Source: an optimization exercise on an open RTL-to-GDS flow (aim: small area). Production flows keep margins and buffers that such runs may drop. Function was checked by simulation only, so behaviour that the tests miss may differ from the original. Power figures rest on the tool's default switching activity, not on a simulated workload.

==> design/flow/design.v <==
module decoder(
	input [3:0] binary_in,
	output reg [6:0] segments,
	output reg enable
);
	always @(*)begin
		enable = 1;
		case(binary_in)
			(4'd1):begin
				segments = 7'b1111101 & 7'b1111011;
				enable = 0;
			end
			(4'd2):begin
				segments = 7'b1111110 & 7'b1111101 & 7'b0111111 & 7'b1101111 & 7'b1110111;
				enable = 0;
			end
			(4'd3):begin	
				segments = 7'b1111110 & 7'b1111101 & 7'b0111111 & 7'b1111011 & 7'b1110111 ;
				enable = 0;
			end
			(4'd4):begin
				segments = 7'b1011111 & 7'b0111111 & 7'b1111101 &  7'b1111011;
				enable = 0;
			end
			(4'd5):begin
				segments = 7'b1111110 & 7'b1011111 & 7'b0111111 & 7'b1111011 & 7'b1110111;
				enable = 0;
			end
			(4'd6):begin
				segments =  7'b1111110 & 7'b1011111 & 7'b0111111 & 7'b1101111 & 7'b1111011 & 7'b1110111;
				enable = 0;
			end
			(4'd7):begin
				segments = 7'b1111110 & 7'b1111101 & 7'b1111011;
				enable = 0;
			end
			(4'd8):begin
				segments =  7'b1111110 & 7'b1011111 & 7'b0111111 & 7'b1101111 & 7'b1111011 & 7'b1110111 & 7'b1111101;
				enable = 0;
			end
			(4'd9):begin
				segments =  7'b1111110 & 7'b1011111 & 7'b0111111  & 7'b1111011 & 7'b1110111 & 7'b1111101;
				enable = 0;
			end
			(4'd0):begin
				segments =  7'b1111110 & 7'b1011111 & 7'b1101111 & 7'b1111011 & 7'b1110111 & 7'b1111101;
				enable = 0;
			end
			(4'd10):begin
				segments =  7'b1111110 & 7'b1011111 & 7'b0111111 & 7'b1101111 & 7'b1111011 & 7'b1111101;
				enable = 0;
			end
			(4'd11):begin
				segments =  7'b1111110 & 7'b1011111 & 7'b0111111 & 7'b1101111 & 7'b1111011 & 7'b1110111 & 7'b1111101;
				enable = 0;
			end
			(4'd12):begin
				segments =  7'b1111110 & 7'b1011111 & 7'b1101111 & 7'b1110111;
				enable = 0;
			end
			(4'd13):begin
				segments =  7'b0111111 & 7'b1101111 & 7'b1111011 & 7'b1110111 & 7'b1111101;
				enable = 0;
			end
			default:begin
				segments = 7'd0;
			end
		endcase
	end
endmodule
module speed_select(
				clk,rst_n,
				bps_start,clk_bps
			);
input clk;	 
input rst_n;	 
input bps_start;	 
output clk_bps;	 
parameter 		bps9600 	= 5207,	 
			 	bps19200 	= 2603,	 
				bps38400 	= 1301,	 
				bps57600 	= 867,	 
				bps115200	= 433;	 
parameter 		bps9600_2 	= 2603,
				bps19200_2	= 1301,
				bps38400_2	= 650,
				bps57600_2	= 433,
				bps115200_2 = 216;  
reg[12:0] cnt;			 
reg clk_bps_r;			 
reg[2:0] uart_ctrl;	 
always @ (posedge clk or negedge rst_n)
	if(!rst_n) cnt <= 13'd0;
	else if((cnt == bps9600) || !bps_start) cnt <= 13'd0;	 
	else cnt <= cnt+1'b1;			 
always @ (posedge clk or negedge rst_n)
	if(!rst_n) clk_bps_r <= 1'b0;
	else if(cnt == bps9600_2 && bps_start) clk_bps_r <= 1'b1;	 
	else clk_bps_r <= 1'b0;
assign clk_bps = clk_bps_r;
endmodule
module my_uart_rx(
				input clk, input rst_n,
				input rs232_rx, output [7:0] rx_data, output reg rx_int,
				input clk_bps,output bps_start
			);
reg rs232_rx0,rs232_rx1,rs232_rx2,rs232_rx3;	 
wire neg_rs232_rx;	 
always @ (posedge clk or negedge rst_n) begin
	if(!rst_n) begin
			rs232_rx0 <= 1'b0;
			rs232_rx1 <= 1'b0;
			rs232_rx2 <= 1'b0;
			rs232_rx3 <= 1'b0;
		end
	else begin
			rs232_rx0 <= rs232_rx;
			rs232_rx1 <= rs232_rx0;
			rs232_rx2 <= rs232_rx1;
			rs232_rx3 <= rs232_rx2;
		end
end
assign neg_rs232_rx = rs232_rx3 & rs232_rx2 & ~rs232_rx1 & ~rs232_rx0;	 
reg bps_start_r;
reg[3:0] num;	 
always @ (posedge clk or negedge rst_n)
	if(!rst_n) begin
			bps_start_r <= 1'b0;
			rx_int <= 1'b0;
		end
	else if(neg_rs232_rx) begin		 
			bps_start_r <= 1'b1;	 
			rx_int <= 1'b1;			 
		end
	else if(num==4'd11) begin		 
			bps_start_r <= 1'b0;	 
			rx_int <= 1'b0;			 
		end
assign bps_start = bps_start_r;
reg[7:0] rx_data_r;		 
reg[7:0] rx_temp_data;	 
always @ (posedge clk or negedge rst_n)
	if(!rst_n) begin
			rx_temp_data <= 8'd0;
			num <= 4'd0;
			rx_data_r <= 8'd0;
		end
	else if(rx_int) begin	 
		if(clk_bps) begin	 
				num <= num+1'b1;
				case (num)
						4'd1: rx_temp_data[0] <= rs232_rx;	 
						4'd2: rx_temp_data[1] <= rs232_rx;	 
						4'd3: rx_temp_data[2] <= rs232_rx;	 
						4'd4: rx_temp_data[3] <= rs232_rx;	 
						4'd5: rx_temp_data[4] <= rs232_rx;	 
						4'd6: rx_temp_data[5] <= rs232_rx;	 
						4'd7: rx_temp_data[6] <= rs232_rx;	 
						4'd8: rx_temp_data[7] <= rs232_rx;	 
						default: ;
					endcase
			end
		else if(num == 4'd11) begin		 
				num <= 4'd0;			 
				rx_data_r <= rx_temp_data;	 
			end
		end
assign rx_data = rx_data_r;	
endmodule
module my_uart_tx(
    input clk, input  rst_n,
    input [7:0] rx_data, input rx_int, output rs232_tx,
    input clk_bps, output bps_start
);
reg rx_int0, rx_int1, rx_int2;
wire neg_rx_int;
always @ (posedge clk or negedge rst_n) begin
    if (!rst_n) begin
        rx_int0 <= 1'b0;
        rx_int1 <= 1'b0;
        rx_int2 <= 1'b0;
    end else begin
        rx_int0 <= rx_int;
        rx_int1 <= rx_int0;
        rx_int2 <= rx_int1;
    end
end
assign neg_rx_int = rx_int1 & ~rx_int0;
reg [7:0] tx_data;
reg bps_start_r;
reg tx_en;
reg [3:0] num;
reg rs232_tx_r;
always @ (posedge clk or negedge rst_n) begin
    if (!rst_n) begin
        bps_start_r <= 1'b0;
        tx_en       <= 1'b0;
        tx_data     <= 8'd0;
    end else begin
        if (neg_rx_int) begin
            bps_start_r <= 1'b1;     
            tx_data     <= rx_data;
            tx_en       <= 1'b1;
        end
        else if (tx_en && (num == 4'd9) && clk_bps) begin
            bps_start_r <= 1'b0;
            tx_en       <= 1'b0;
        end
    end
end
assign bps_start = bps_start_r;
always @ (posedge clk or negedge rst_n) begin
    if (!rst_n) begin
        num         <= 4'd0;
        rs232_tx_r  <= 1'b1;  
    end else begin
        if (tx_en) begin
            if (clk_bps) begin
                case (num)
                    4'd0: rs232_tx_r <= 1'b0;         
                    4'd1: rs232_tx_r <= tx_data[0];
                    4'd2: rs232_tx_r <= tx_data[1];
                    4'd3: rs232_tx_r <= tx_data[2];
                    4'd4: rs232_tx_r <= tx_data[3];
                    4'd5: rs232_tx_r <= tx_data[4];
                    4'd6: rs232_tx_r <= tx_data[5];
                    4'd7: rs232_tx_r <= tx_data[6];
                    4'd8: rs232_tx_r <= tx_data[7];
                    4'd9: rs232_tx_r <= 1'b1;         
                    default: rs232_tx_r <= 1'b1;
                endcase
                if (num == 4'd9)
                    num <= 4'd0;
                else
                    num <= num + 1'b1;
            end
        end else begin
            num <= 4'd0;
            rs232_tx_r <= 1'b1;
        end
    end
end
assign rs232_tx = rs232_tx_r;
endmodule
module my_uart_top(
				input clk, 
				input rst_n,
				input rs232_rx,
				output rs232_tx,
				output reg [3:0]leds,
				output [9:0] segments
				);
	wire bps_start1,bps_start2;
	wire clk_bps1,clk_bps2;
	wire[7:0] rx_data;
	wire rx_int;
	wire rx_int_2;
	reg [7:0] first_deg;
	reg [7:0] second_deg;
	reg [7:0] third_deg;
	reg [9:0] first_operand;
	reg [9:0] second_operand;
	reg [9:0] summ;
	reg [3:0] summ_to_show [0:2];
	reg rx_reg_int;
	speed_select		speed_rx(	
								.clk(clk),	 
								.rst_n(rst_n),
								.bps_start(bps_start1),
								.clk_bps(clk_bps1)
							);
	my_uart_rx			my_uart_rx(		
								.clk(clk),	 
								.rst_n(rst_n),
								.rs232_rx(rs232_rx),
								.rx_data(rx_data),
								.rx_int(rx_int),
								.clk_bps(clk_bps1),
								.bps_start(bps_start1)
							);
	speed_select		speed_tx(	
								.clk(clk),	 
								.rst_n(rst_n),
								.bps_start(bps_start2),
								.clk_bps(clk_bps2)
							);
	my_uart_tx			my_uart_tx(		
								.clk(clk),	 
								.rst_n(rst_n),
								.rx_data(rx_data),
								.rx_int(rx_int),
								.rs232_tx(rs232_tx),
								.clk_bps(clk_bps2),
								.bps_start(bps_start2)
							);
	decoder dec(.binary_in(summ_to_show[0]), .segments(segments[6:0]), .enable(segments[7]));
	assign segments[9:8] = 2'b00;
reg [31:0] state;
reg rx_int_d;
wire [9:0] new_operand = first_deg*100 + second_deg*10 + third_deg;
always @(posedge clk or negedge rst_n) begin
    if (!rst_n) begin
        state <= 0;
        first_operand <= 0;
        second_operand <= 0;
        summ <= 0;
        leds <= 0;
        rx_int_d <= 0;
        summ_to_show[0] <= 0;
        summ_to_show[1] <= 0;
        summ_to_show[2] <= 0;
    end else begin
        rx_int_d <= rx_int;
        if (~rx_int & rx_int_d) begin
            leds <= state[3:0];   
            case (state)
                0: begin first_deg <= rx_data - 8'd48; state <= 1; end
                1: begin second_deg <= rx_data - 8'd48; state <= 2; end
                2: begin third_deg <= rx_data - 8'd48; state <= 3; end
                3: begin
                    if (rx_data == 8'd101) begin
                        first_operand <= first_deg*100 + second_deg*10 + third_deg;
                        state <= 4;
                    end else state <= 0;
                end
                4: begin first_deg <= rx_data - 8'd48; state <= 5; end
                5: begin second_deg <= rx_data - 8'd48; state <= 6; end
                6: begin third_deg <= rx_data - 8'd48; state <= 7; end
                7: begin
                    if (rx_data == 8'd101) begin
                        second_operand <= new_operand;
                        summ <= first_operand + new_operand;
                        summ_to_show[0] <= (first_operand + new_operand) % 10;
                        summ_to_show[1] <= ((first_operand + new_operand)/10) % 10;
                        summ_to_show[2] <= ((first_operand + new_operand)/100) % 10;
                        state <= 0;
                    end else state <= 0;
                end
            endcase
        end
    end
end
endmodule
==> design/flow/run.sh <==
#!/bin/bash
# synth_recipe.tcl (not shown) runs the flow's synth.tcl, then flattens the netlist and writes it again
# the make line also repeats each setting of config.mk as NAME=value (left out here)
make -C /OpenROAD-flow-scripts/flow DESIGN_CONFIG=/design/flow/config.mk WORK_HOME=/design/flow/orfs CLKGATE_MAP_FILE= SYNTH_SCRIPT=/design/flow/synth_recipe.tcl finish
==> design/flow/config.mk <==
export PLATFORM = sky130hd
export DESIGN_NAME = my_uart_top
export DESIGN_NICKNAME = my_uart_top
export VERILOG_FILES = /design/flow/design.v
export SDC_FILE = /design/flow/constraint.sdc
export NUM_CORES = 4
export LEC_CHECK = 0
export CAP_MARGIN = 20
export CORE_MARGIN = 2
export CORE_UTILIZATION = 40
export SLEW_MARGIN = 20
==> design/flow/constraint.sdc <==
create_clock -name core_clock -period 20.0 [get_ports {clk}]
set_input_delay 4.0000 -clock core_clock [delete_from_list [all_inputs] [get_ports {clk}]]
set_output_delay 4.0000 -clock core_clock [all_outputs]
set_load 0.01 [all_outputs]
==> flow_summary.ini <==
[yosys]
async_reset_ff_frac = 0.7876
synth_area_um2 = 8233
ys.flop_type = dfrtp_1
ys_seq_elements = 113
yosysWarnings = 7
syn_area_per_cell_um2 = 9.967
netlist_instances = 826
synthDistinctLibCells = 103
synth_edf_count = 24
yosysSeqAreaShare = 0.3582

[outcome]
status = complete, no violations

[cells_and_area]
final_util = 0.4515
final_nets = 905
seqCellArea_um2 = 2949
drive_gt1_frac = 0.1498
multi_input_area_um2 = 4933
antenna_cells = 0
final_cells = 1118
fill_cells = 1955
synthToLayoutAreaGrowth_pct = 10.96
final_cell_area_um2 = 9135

[clock_tree]
cts_setup_buffers = 0
cts_max_level = 4
clock_latency_ns = 0.41
ctsHoldBuffers = 0
root_buffer = clkbuf_16
cts_buffer_depth = 2
cts_resized = 0
path_clk_slew_ns = 0.06
tritoncts = done
cts_buffers = 17
clkSinkCount = 113

[timing]
period_needed_ns = 9.683
holdWs_ns = 0.3768
setup_viol = 0
fin_setup_tns_ns = 0
max_freq_mhz = 103.3
rsz0062_at_grt = false
drv_slew = 0
tightest_slew_ns = 0.9483
max_slew_margin = 0.3596
fin_crit_sh = 0.4841
fin_skew_ns = 0.005835
hold_viol_final = 0

[route]
wl_per_cell_um = 14.66
ant_nets = 0
drc = 0
dr_total_vias = 6058
post_drt_via_cell_ratio = 5.419
drt-total-wl_mm = 16.39
dr.pass1.iters = 5
drt_iter0_drc = 272

[placed_design]
place.gp.congestion = 0.8640
dpl_cell_area_um2 = 8578
place_inst = 1086
io_buffers = 14
dp_hpwl_mm = 12.02

[critical_path]
critPathMaxStageDelay_ns = 0.57
path_class = reg -> reg
crit_path_end_kind = flop
start_kind = flop
cp_common_cell = ha_1
slowest_stage = fa_1
worstPathRequired_ns = 20.33
critPathMaxFanout = 21
arrival_ns = 10.02

[global_route]
grt_pass1_wl_mm = 28.03
grt_overflow = 0
grtUsageTotal = 0.1563
grt_pass1_vias = 5924
antenna_found_initial = 0
grt_max_degree = 66

[floorplanning]
io_pins = 18
die-area_um2 = 21750
fp-row-count = 52
die-width_um = 147.5
start_util = 0.4069
die_h_um = 147.5
coreArea_um2 = 20230

[power]
powerDensity_nw_per_um2 = 115.5
ir_drop_mv = 0.06306
p_leak_nw = 3.891

[job]
max-cap-violations = 0

[hold_path]
min_path_type = reg -> reg
==> cell type report <==
cell class	count	share of cell area
flip-flops and latches	113	0.3228
clock inverters	15	0.01383
repair buffers	21	0.02082
well taps	270	0.03698
clock buffers	17	0.04657
multi-input cells	636	0.5401
inverters	46	0.01890
==> metal layers <==
metal  share of wire  wire (µm)  GRT usage
met5               0          0          0
met4           0.018        292    0.04952
met3           0.025        416    0.02870
met2            0.49       8100     0.2727
met1            0.46       7585     0.1970
==> placed cells by master, fill, tap and decap left out, drive strengths merged, types with 24 or more instances in the layout <==
cell type,instances
o21ai,37
a21oi,40
nor2,62
xnor2,33
mux2,37
inv,53
nand3,34
edfxtp,24
nand2,58
xor2,29
dfrtp,88
ha,56
==> kinds of logic (layout without fill, tap and decap cells) <==
group | count (synthesis) | in the layout | synth area share
xor+xnor | 62 | 62 | 0.06778
buf+inv | 79 | 99 | 0.04483
other cells | 1 | 3 | 0.0004555
mux | 45 | 45 | 0.06185
fa+ha+maj | 71 | 71 | 0.1167
simple gates | 263 | 263 | 0.1725
flops | 113 | 113 | 0.3582
compound gates | 192 | 192 | 0.1777
==> sequential cells by signal, indices dropped and copies added (netlist names), 3 cells and up <==
name and count:
my_uart_rx.rx_temp_data 8, summ_to_show 4, my_uart_rx.rx_data_r 8, leds 3, speed_rx.cnt 13, third_deg 8
first_deg 8, first_operand 10, my_uart_tx.tx_data 8, state 3, second_deg 8, speed_tx.cnt 13
my_uart_rx.num 4, my_uart_tx.num 4
==> critical path, delay by kind of cell (launching register included) <==
kind	cells	cell delay [ns]
and+or+nand+nor	9	2.43
adders and majority gates	8	2.94
xor gates and xnor gates	2	0.42
DFF	1	0.43
muxes	1	0.37
AOI/OAI and AO/OA	11	2.92
buffers and inverters	1	0.06
==> final timing paths <==
| path | from | to | slack [ns] | cells past startpoint |
|---|---|---|---|---|
| setup / recovery | first_deg[1] | summ_to_show[0][1] | 10.32 | 32 |
| min in group asynchronous | rst_n | speed_tx.cnt[3] | 3.50 | 1 |
| hold / removal | my_uart_rx.rs232_rx1 | my_uart_rx.rs232_rx2 | 0.38 | 0 |
| hold reg to reg | my_uart_rx.rs232_rx1 | my_uart_rx.rs232_rx2 | 0.38 | 0 |
| max in group asynchronous | rst_n | my_uart_rx.rx_temp_data[0] | 15.36 | 2 |
| setup reg to reg | first_deg[1] | summ_to_show[0][1] | 10.32 | 32 |
==> stage by stage <==
stage               setup WS, ns  power [mW]
finish                     10.32       1.055
global route               9.625       1.130
CTS                        10.33       1.058
detailed placement         10.37      0.7743
global placement           10.52      0.7756
floorplan                  11.00      0.7025
==> where the power goes <==
group,internal (mW),total [mW],switching (mW)
Combinational,0.207,0.505,0.298
Clock,0.161,0.278,0.117
Sequential,0.253,0.272,0.0190
==> synth_stat cells, drive strengths merged (5+ instances only) <==
master / count / area share
xor2: 29 / 0.032
a21oi: 40 / 0.025
a211o: 7 / 0.0074
a21o: 14 / 0.013
a22oi: 5 / 0.0046
a31oi: 5 / 0.0056
o21ai: 37 / 0.022
fa: 11 / 0.027
and4: 5 / 0.0053
mux2: 37 / 0.051
mux2i: 7 / 0.0085
nand2: 58 / 0.027
nand3: 34 / 0.023
and2: 16 / 0.013
o22ai: 6 / 0.0053
buf: 18 / 0.017
dfrtp: 88 / 0.27
inv: 46 / 0.021
o211ai: 10 / 0.010
edfxtp: 24 / 0.088
nand2b: 8 / 0.0061
nand4: 6 / 0.0046
nor2b: 10 / 0.0076
nor2: 62 / 0.029
or2: 5 / 0.0038
o31ai: 8 / 0.0073
a211oi: 12 / 0.019
nor4: 8 / 0.0061
and3: 13 / 0.010
nor3: 17 / 0.013
xnor2: 33 / 0.036
ha: 56 / 0.085
clkbuf: 15 / 0.0073
o21bai: 5 / 0.0046

[afterwards: timing with drivers on the ports]
The results above use ideal ports. As a check the final layout listed here was re-extracted and re-timed, cells and wires unchanged. Step 1 (the two cells are an assumption about what drives the block):
set clk [get_ports {clk}]
set_driving_cell -lib_cell sky130_fd_sc_hd__clkbuf_16 $clk
set_driving_cell -lib_cell sky130_fd_sc_hd__buf_2 [delete_from_list [all_inputs] $clk]
Step 2 times the ports against the registers' clock, not the clock port: input delays grow and output delays shrink by t, the midpoint of the rising clock arrivals with the driver on. Three values: no drivers, after step 1, after step 2; two values: the first two.
t, ns: 0.446
setup WS [ns]: 10.317 / 10.317 / 10.317
pins driven straight from the clock port: 1
After both steps setup and hold are still met in this run. For this run, drivers alone change the setup slack by 0.000 ns; drivers and shift together by 0.000 ns.
